What follows belongs to an exercise in optimizing a design on an open flow for small area; a production flow would make more cautious choices.
Where RTL was checked, it was by simulation tests only, not by an equivalence proof against the original.
No activity file was given, so power comes from the tool's default toggle rates.

==> v9: inputs <==
==> flow/design.v <==
module fifo_top(
input rst, clk, en, clr, push_in, pop_in,
input [7:0] din,
output [7:0] dout,
output empty,
output reg overrun
);
reg [127:0] mem;
reg [4:0] cm1;
assign empty = cm1[4];
wire full = en ? (cm1 == 5'b01111) : ~cm1[4];    
wire push = push_in & ~full;
wire pop  = pop_in  & ~cm1[4];
always @(posedge clk, posedge rst)
begin
  if (rst)
    cm1 <= 5'b11111;
  else if (clr)
    cm1 <= 5'b11111;
  else if (push & ~pop)
    cm1 <= cm1 + 5'd1;
  else if (pop & ~push)
    cm1 <= cm1 - 5'd1;
end
always @(posedge clk)
begin
  if (push)
    mem <= {mem[119:0], din};
end
reg [7:0] head;
always @(*)
begin
  case (cm1[3:0])
    4'd0:  head = mem[7:0];
    4'd1:  head = mem[15:8];
    4'd2:  head = mem[23:16];
    4'd3:  head = mem[31:24];
    4'd4:  head = mem[39:32];
    4'd5:  head = mem[47:40];
    4'd6:  head = mem[55:48];
    4'd7:  head = mem[63:56];
    4'd8:  head = mem[71:64];
    4'd9:  head = mem[79:72];
    4'd10: head = mem[87:80];
    4'd11: head = mem[95:88];
    4'd12: head = mem[103:96];
    4'd13: head = mem[111:104];
    4'd14: head = mem[119:112];
    default: head = mem[127:120];
  endcase
end
assign dout = head;
always @(posedge clk, posedge rst)
begin
  if (rst)
    overrun <= 1'b0;
  else if (clr)
    overrun <= 1'b0;
  else if (push_in & full)
    overrun <= 1'b1;
end
endmodule
module uart_tx_top(
input clk, rst, baud_pulse, pen, thre, stb, sticky_parity, eps, set_break,
input [7:0] din,
input [1:0] wls,
output reg pop,
output sreg_empty,
output reg tx
);
localparam [1:0] idle = 2'd0, start = 2'd1, send = 2'd2, parity = 2'd3;
reg [1:0] state;
reg [7:0] shft_reg;    
reg d_parity;
reg [2:0] bitcnt;
reg [4:0] count;
reg parity_out;
wire cz = (count == 5'd0);
wire bz = (bitcnt == 3'd0);
wire [4:0] stop_len = (stb == 1'b0) ? 5'd15 : (wls == 2'b00) ? 5'd23 : 5'd31;
wire go = baud_pulse & (state == idle) & ~thre & cz;
always @(posedge clk, posedge rst)
begin
  if (rst)
    begin
    state <= idle;
    count <= 5'd15;
    end
  else if (baud_pulse)
    begin
    case (state)
      idle:
        if (!thre)
          begin
          if (cz)
            begin
            count <= 5'd15;
            state <= start;
            end
          else
            count <= count - 5'd1;
          end
      start:
        if (cz)
          begin
          count <= 5'd15;
          state <= send;
          end
        else
          count <= count - 5'd1;
      send:
        if (cz)
          begin
          if (!bz)
            count <= 5'd15;
          else if (pen)
            begin
            count <= 5'd15;
            state <= parity;
            end
          else
            begin
            count <= stop_len;
            state <= idle;
            end
          end
        else
          count <= count - 5'd1;
      default:  
        if (cz)
          begin
          count <= stop_len;
          state <= idle;
          end
        else
          count <= count - 5'd1;
    endcase
    end
end
always @(posedge clk)
begin
  pop <= go;
  if (go)
    begin
    shft_reg <= din;
    bitcnt   <= {1'b1, wls};
    end
  else if (baud_pulse && state == send && cz && !bz)
    begin
    shft_reg <= shft_reg >> 1;
    bitcnt   <= bitcnt - 3'd1;
    end
  if (baud_pulse && state == start && cz)
    case (wls)
      2'b00: d_parity <= ^shft_reg[4:0];
      2'b01: d_parity <= ^shft_reg[5:0];
      2'b10: d_parity <= ^shft_reg[6:0];
      2'b11: d_parity <= ^shft_reg[7:0];
    endcase
  if (baud_pulse && state == send && !(cz && bz))
    case ({sticky_parity, eps})
      2'b00: parity_out <= ~d_parity;
      2'b01: parity_out <= d_parity;
      2'b10: parity_out <= 1'b1;
      2'b11: parity_out <= 1'b0;
    endcase
end
assign sreg_empty = ~((state == start) | (state == send));
reg tx_data;
always @(*)
begin
  case (state)
    idle:    tx_data = 1'b1;
    start:   tx_data = 1'b0;
    send:    tx_data = shft_reg[0];
    default: tx_data = parity_out;
  endcase
end
always @(posedge clk)
begin
  tx <= tx_data & ~set_break;
end
endmodule
module uart_rx_top(
input clk, rst, baud_pulse, rx, sticky_parity, eps,
input pen,
input [1:0] wls,
output reg push,
output reg pe, fe,
output reg [7:0] dout
);
localparam [2:0] idle = 3'd0, start = 3'd1, read = 3'd2, parity = 3'd3, stop = 3'd4;
reg [2:0] state;
reg rx_reg;
always @(posedge clk)
begin
  rx_reg <= rx;
end
reg [2:0] bitcnt;
reg [3:0] count;
wire c7 = (count == 4'd7);
wire c0 = (count == 4'd0);
wire bz = (bitcnt == 3'd0);
always @(posedge clk, posedge rst)
begin
  if (rst)
    state <= idle;
  else if (baud_pulse)
    case (state)
      idle:   if (!rx_reg) state <= start;
      start:  if (c7 && rx) state <= idle;
              else if (c0) state <= read;
      read:   if (c0 && bz) state <= pen ? parity : stop;
      parity: if (c0) state <= stop;
      stop:   if (c0) state <= idle;
      default: ;
    endcase
end
always @(posedge clk)
begin
  push <= baud_pulse && state == stop && c7;
  if (baud_pulse)
    count <= (state == idle) ? 4'd15 : count - 4'd1;
  if (baud_pulse && state == start && c0)
    bitcnt <= {1'b1, wls};
  else if (baud_pulse && state == read && c0 && !bz)
    bitcnt <= bitcnt - 3'd1;
end
always @(posedge clk, posedge rst)
begin
  if (rst)
    begin
    pe   <= 1'b0;
    fe   <= 1'b0;
    dout <= 8'h00;
    end
  else if (baud_pulse)
    begin
    if (state == read && c7)
      case (wls)
        2'b00: dout <= {3'b000, rx, dout[4:1]};
        2'b01: dout <= {2'b00,  rx, dout[5:1]};
        2'b10: dout <= {1'b0,   rx, dout[6:1]};
        2'b11: dout <= {        rx, dout[7:1]};
      endcase
    if (state == read && c0 && bz && !pen)
      pe <= 1'b0;
    if (state == parity && c7)
      case ({sticky_parity, eps})
        2'b00: pe <= ~^{rx, dout};
        2'b01: pe <=  ^{rx, dout};
        2'b10: pe <= ~rx;
        2'b11: pe <=  rx;
      endcase
    if (state == stop && c7)
      fe <= ~rx;
    end
end
endmodule
module regs_uart(
input clk, rst,
input wr_i, rd_i,
input rx_fifo_empty_i,
input tx_fifo_empty_i, tx_sreg_empty_i,
input rx_oe, rx_pe, rx_fe,
input [2:0] addr_i,
input [7:0] din_i,
input [7:0] rx_fifo_in,
output tx_push_o,
output rx_pop_o,
output reg baud_out,
output reg tx_rst, rx_rst,
output reg fifo_en,
output reg [7:0] lcr,
output reg [7:0] dout_o
);
wire dlab = lcr[7];
wire a0 = (addr_i == 3'd0);
assign tx_push_o = wr_i & a0 & ~dlab;
assign rx_pop_o  = rd_i & a0 & ~dlab;
reg [7:0] rx_data;
always @(posedge clk, posedge rst)
begin
  if (rst)
    rx_data <= 8'h00;
  else if (rx_pop_o && !rx_fifo_empty_i)
    rx_data <= rx_fifo_in;
end
reg [7:0] dlsb, dmsb;
always @(posedge clk, posedge rst)
begin
  if (rst)
    begin
    dlsb <= 8'h00;
    dmsb <= 8'h00;
    end
  else if (wr_i && dlab)
    begin
    if (addr_i == 3'd0) dlsb <= din_i;
    if (addr_i == 3'd1) dmsb <= din_i;
    end
end
wire [15:0] dl = {dmsb, dlsb};
reg update_baud;
reg [15:0] baud_cnt;
always @(posedge clk)
begin
  update_baud <= wr_i & dlab & (addr_i[2:1] == 2'b00);
end
always @(posedge clk, posedge rst)
begin
  if (rst)
    baud_cnt <= 16'h0;
  else if (update_baud || baud_cnt == 16'h0000)
    baud_cnt <= dl;
  else
    baud_cnt <= baud_cnt - 16'd1;
end
always @(posedge clk)
begin
  baud_out <= (|dl) & ~(|baud_cnt);
end
wire wr_fcr = wr_i & (addr_i == 3'd2);
always @(posedge clk, posedge rst)
begin
  if (rst)
    begin
    fifo_en <= 1'b0;
    rx_rst  <= 1'b0;
    tx_rst  <= 1'b0;
    end
  else
    begin
    if (wr_fcr) fifo_en <= din_i[0];
    rx_rst <= wr_fcr & din_i[1];
    tx_rst <= wr_fcr & din_i[2];
    end
end
reg [7:0] lcr_temp;
always @(posedge clk, posedge rst)
begin
  if (rst)
    lcr <= 8'h00;
  else if (wr_i && addr_i == 3'd3)
    lcr <= din_i;
end
always @(posedge clk, posedge rst)
begin
  if (rst)
    lcr_temp <= 8'h00;
  else if (rd_i && addr_i == 3'd3)
    lcr_temp <= lcr;
end
reg lsr_dr, lsr_oe, lsr_pe, lsr_fe, lsr_thre, lsr_temt;
always @(posedge clk)
begin
  lsr_dr   <= ~rx_fifo_empty_i;
  lsr_oe   <= rx_oe;
  lsr_pe   <= rx_pe;
  lsr_fe   <= rx_fe;
  lsr_thre <= tx_fifo_empty_i;
  lsr_temt <= tx_fifo_empty_i & tx_sreg_empty_i;
end
reg [7:0] lsr_temp;
always @(posedge clk, posedge rst)
begin
  if (rst)
    lsr_temp <= 8'h00;
  else if (rd_i && addr_i == 3'd5)
    lsr_temp <= {1'b0, lsr_temt, lsr_thre, 1'b0, lsr_fe, lsr_pe, lsr_oe, lsr_dr};
end
reg [7:0] scr, scr_temp;
always @(posedge clk, posedge rst)
begin
  if (rst)
    scr <= 8'h00;
  else if (wr_i && addr_i == 3'd7)
    scr <= din_i;
end
always @(posedge clk, posedge rst)
begin
  if (rst)
    scr_temp <= 8'h00;
  else if (rd_i && addr_i == 3'd7)
    scr_temp <= scr;
end
always @(posedge clk)
begin
  case (addr_i)
    3'd0: dout_o <= dlab ? dlsb : rx_data;
    3'd1: dout_o <= dlab ? dmsb : 8'h00;
    3'd3: dout_o <= lcr_temp;
    3'd5: dout_o <= lsr_temp;
    3'd7: dout_o <= scr_temp;
    default: dout_o <= 8'h00;
  endcase
end
endmodule
`timescale 1ns / 1ps
module all_mod(
input clk, rst, wr, rd,
input rx,
input [2:0] addr,
input [7:0] din,
output tx,
output [7:0] dout
);
wire [7:0] lcr;
wire fifo_en, tx_rst, rx_rst;
wire baud_pulse;
wire tx_fifo_push, tx_fifo_pop;
wire [7:0] tx_fifo_out;
wire tx_fifo_empty, tx_sreg_empty;
wire rx_fifo_push, rx_fifo_pop;
wire [7:0] rx_out, rx_fifo_out;
wire rx_fifo_empty, rx_fifo_overrun;
wire r_pe, r_fe;
regs_uart uart_regs_inst (
    .clk (clk),
    .rst (rst),
    .wr_i (wr),
    .rd_i (rd),
    .rx_fifo_empty_i (rx_fifo_empty),
    .tx_fifo_empty_i (tx_fifo_empty),
    .tx_sreg_empty_i (tx_sreg_empty),
    .rx_oe (rx_fifo_overrun),
    .rx_pe (r_pe),
    .rx_fe (r_fe),
    .addr_i (addr),
    .din_i (din),
    .rx_fifo_in (rx_fifo_out),
    .tx_push_o (tx_fifo_push),
    .rx_pop_o (rx_fifo_pop),
    .baud_out (baud_pulse),
    .tx_rst (tx_rst),
    .rx_rst (rx_rst),
    .fifo_en (fifo_en),
    .lcr (lcr),
    .dout_o (dout)
);
uart_tx_top uart_tx_inst (
    .clk (clk),
    .rst (rst),
    .baud_pulse (baud_pulse),
    .pen (lcr[3]),
    .thre (tx_fifo_empty),
    .stb (lcr[2]),
    .sticky_parity (lcr[5]),
    .eps (lcr[4]),
    .set_break (lcr[6]),
    .din (tx_fifo_out),
    .wls (lcr[1:0]),
    .pop (tx_fifo_pop),
    .sreg_empty (tx_sreg_empty),
    .tx (tx)
);
fifo_top tx_fifo_inst (
    .rst (rst),
    .clk (clk),
    .en (fifo_en),
    .clr (tx_rst),
    .push_in (tx_fifo_push),
    .pop_in (tx_fifo_pop),
    .din (din),
    .dout (tx_fifo_out),
    .empty (tx_fifo_empty),
    .overrun ()
);
uart_rx_top uart_rx_inst (
    .clk (clk),
    .rst (rst),
    .baud_pulse (baud_pulse),
    .rx (rx),
    .sticky_parity (lcr[5]),
    .eps (lcr[4]),
    .pen (lcr[3]),
    .wls (lcr[1:0]),
    .push (rx_fifo_push),
    .pe (r_pe),
    .fe (r_fe),
    .dout (rx_out)
);
fifo_top rx_fifo_inst (
    .rst (rst),
    .clk (clk),
    .en (fifo_en),
    .clr (rx_rst),
    .push_in (rx_fifo_push),
    .pop_in (rx_fifo_pop),
    .din (rx_out),
    .dout (rx_fifo_out),
    .empty (rx_fifo_empty),
    .overrun (rx_fifo_overrun)
);
endmodule
==> flow/run.sh <==
#!/bin/bash
# synth_recipe.tcl (not shown) runs the flow's synth.tcl, then flattens the netlist and writes it again
# the make line also repeats each setting of config.mk as NAME=value (left out here)
make -C /OpenROAD-flow-scripts/flow DESIGN_CONFIG=/design/flow/config.mk WORK_HOME=/design/flow/orfs CLKGATE_MAP_FILE= SYNTH_SCRIPT=/design/flow/synth_recipe.tcl finish
==> flow/config.mk <==
export PLATFORM = sky130hd
export DESIGN_NAME = all_mod
export DESIGN_NICKNAME = all_mod
export VERILOG_FILES = /design/flow/design.v
export SDC_FILE = /design/flow/constraint.sdc
export NUM_CORES = 4
export LEC_CHECK = 0
export CAP_MARGIN = 20
export CORE_MARGIN = 2
export CORE_UTILIZATION = 40
export SLEW_MARGIN = 20
==> flow/constraint.sdc <==
create_clock -name core_clock -period 10.0 [get_ports {clk}]
set_input_delay 2.0000 -clock core_clock [delete_from_list [all_inputs] [get_ports {clk}]]
set_output_delay 2.0000 -clock core_clock [all_outputs]
set_load 0.01 [all_outputs]
==> v5 (differences from v9) <==
==> flow/design.v, changed modules only <==
module fifo_top(
input rst, clk, en, clr, push_in, pop_in,
input [7:0] din,
output [7:0] dout,
output empty,
output reg overrun
);
reg [127:0] mem;
reg [4:0] cm1;
assign empty = cm1[4];
wire full = en ? (cm1 == 5'b01111) : ~cm1[4];    
wire push = push_in & ~full;
wire pop  = pop_in  & ~cm1[4];
always @(posedge clk, posedge rst)
begin
  if (rst)
    cm1 <= 5'b11111;
  else if (clr)
    cm1 <= 5'b11111;
  else if (push & ~pop)
    cm1 <= cm1 + 5'd1;
  else if (pop & ~push)
    cm1 <= cm1 - 5'd1;
end
always @(posedge clk)
begin
  if (push)
    mem <= {mem[119:0], din};
end
wire [3:0] s = cm1[3:0];
wire [63:0] l1 = s[3] ? mem[127:64] : mem[63:0];
wire [31:0] l2 = s[2] ? l1[63:32] : l1[31:0];
wire [15:0] l3 = s[1] ? l2[31:16] : l2[15:0];
assign dout = s[0] ? l3[15:8] : l3[7:0];
always @(posedge clk, posedge rst)
begin
  if (rst)
    overrun <= 1'b0;
  else if (clr)
    overrun <= 1'b0;
  else if (push_in & full)
    overrun <= 1'b1;
end
endmodule
CTS_BUF_LIST = sky130_fd_sc_hd__clkbuf_8   (was unset)
CTS_CLUSTER_DIAMETER = 60   (was unset)
CTS_CLUSTER_SIZE = 20   (was unset)
==> v32 (differences from v9) <==
ABC_AREA = 1   (was unset)
==> reports/results.txt <==
Net Sw Frac: 30.7%
Status: finished clean
P_comb: 0.000954 W
Clock Pin Slew Worst Setup and Hold Paths: 0.06 ns
R2r setup slk: 6.66 ns
Die Footprint: 45,000 um2
DP Worst Slack: 4.79 ns
CTS H-Tree Depth: 2
(the above is from v32)
==> reports/results.txt <==
P_comb: 0.000623 W
DP Worst Slack: 3.86 ns
R2r setup slk: 6.53 ns
CTS H-Tree Depth: 1
Status: finished clean
Die Footprint: 43,800 um2
Clock Pin Slew Worst Setup and Hold Paths: 0.12 ns
Net Sw Frac: 28.6%
(the above is from v5)
==> reports/results.txt <==
Die Footprint: 45,500 um2
DP Worst Slack: 4.32 ns
P_comb: 0.00104 W
Status: finished clean
Clock Pin Slew Worst Setup and Hold Paths: 0.06 ns
Clock power share: 33.3%
Net Sw Frac: 31.3%
Relative slew slack: 32.6%
(the above is from v9)
For v9 and v32, only the layout was checked, not whether the RTL still works.

separate check: timing with driven ports:
No port has a modelled driver above. Below, the same layouts with a new extraction and two added sets of constraints. Step 1 (the two cells are an assumption about what drives the block):
set clk [get_ports {clk}]
set_driving_cell -lib_cell sky130_fd_sc_hd__clkbuf_16 $clk
set_driving_cell -lib_cell sky130_fd_sc_hd__buf_2 [delete_from_list [all_inputs] $clk]
Step 2 times the ports against the registers' clock, not the clock port: input delays grow and output delays shrink by t, the midpoint of the rising clock arrivals with the driver on. Three values: ideal ports, drivers, drivers and shift; two values: the first two.
| run | shift t [ns] | slack for setup (ns) | cell pins on the clock port's net |
|---|---|---|---|
| v9 | 0.617 | 4.895 / 4.914 / 4.296 | 1 |
| v5 | 0.687 | 4.603 / 4.599 / 3.912 | 1 |
| v32 | 0.626 | 5.369 / 5.396 / 4.770 | 1 |
After both steps setup and hold are still met in every run listed. For v5, which loses most, drivers alone change the setup slack by -0.004 ns; drivers and shift together by -0.691 ns.
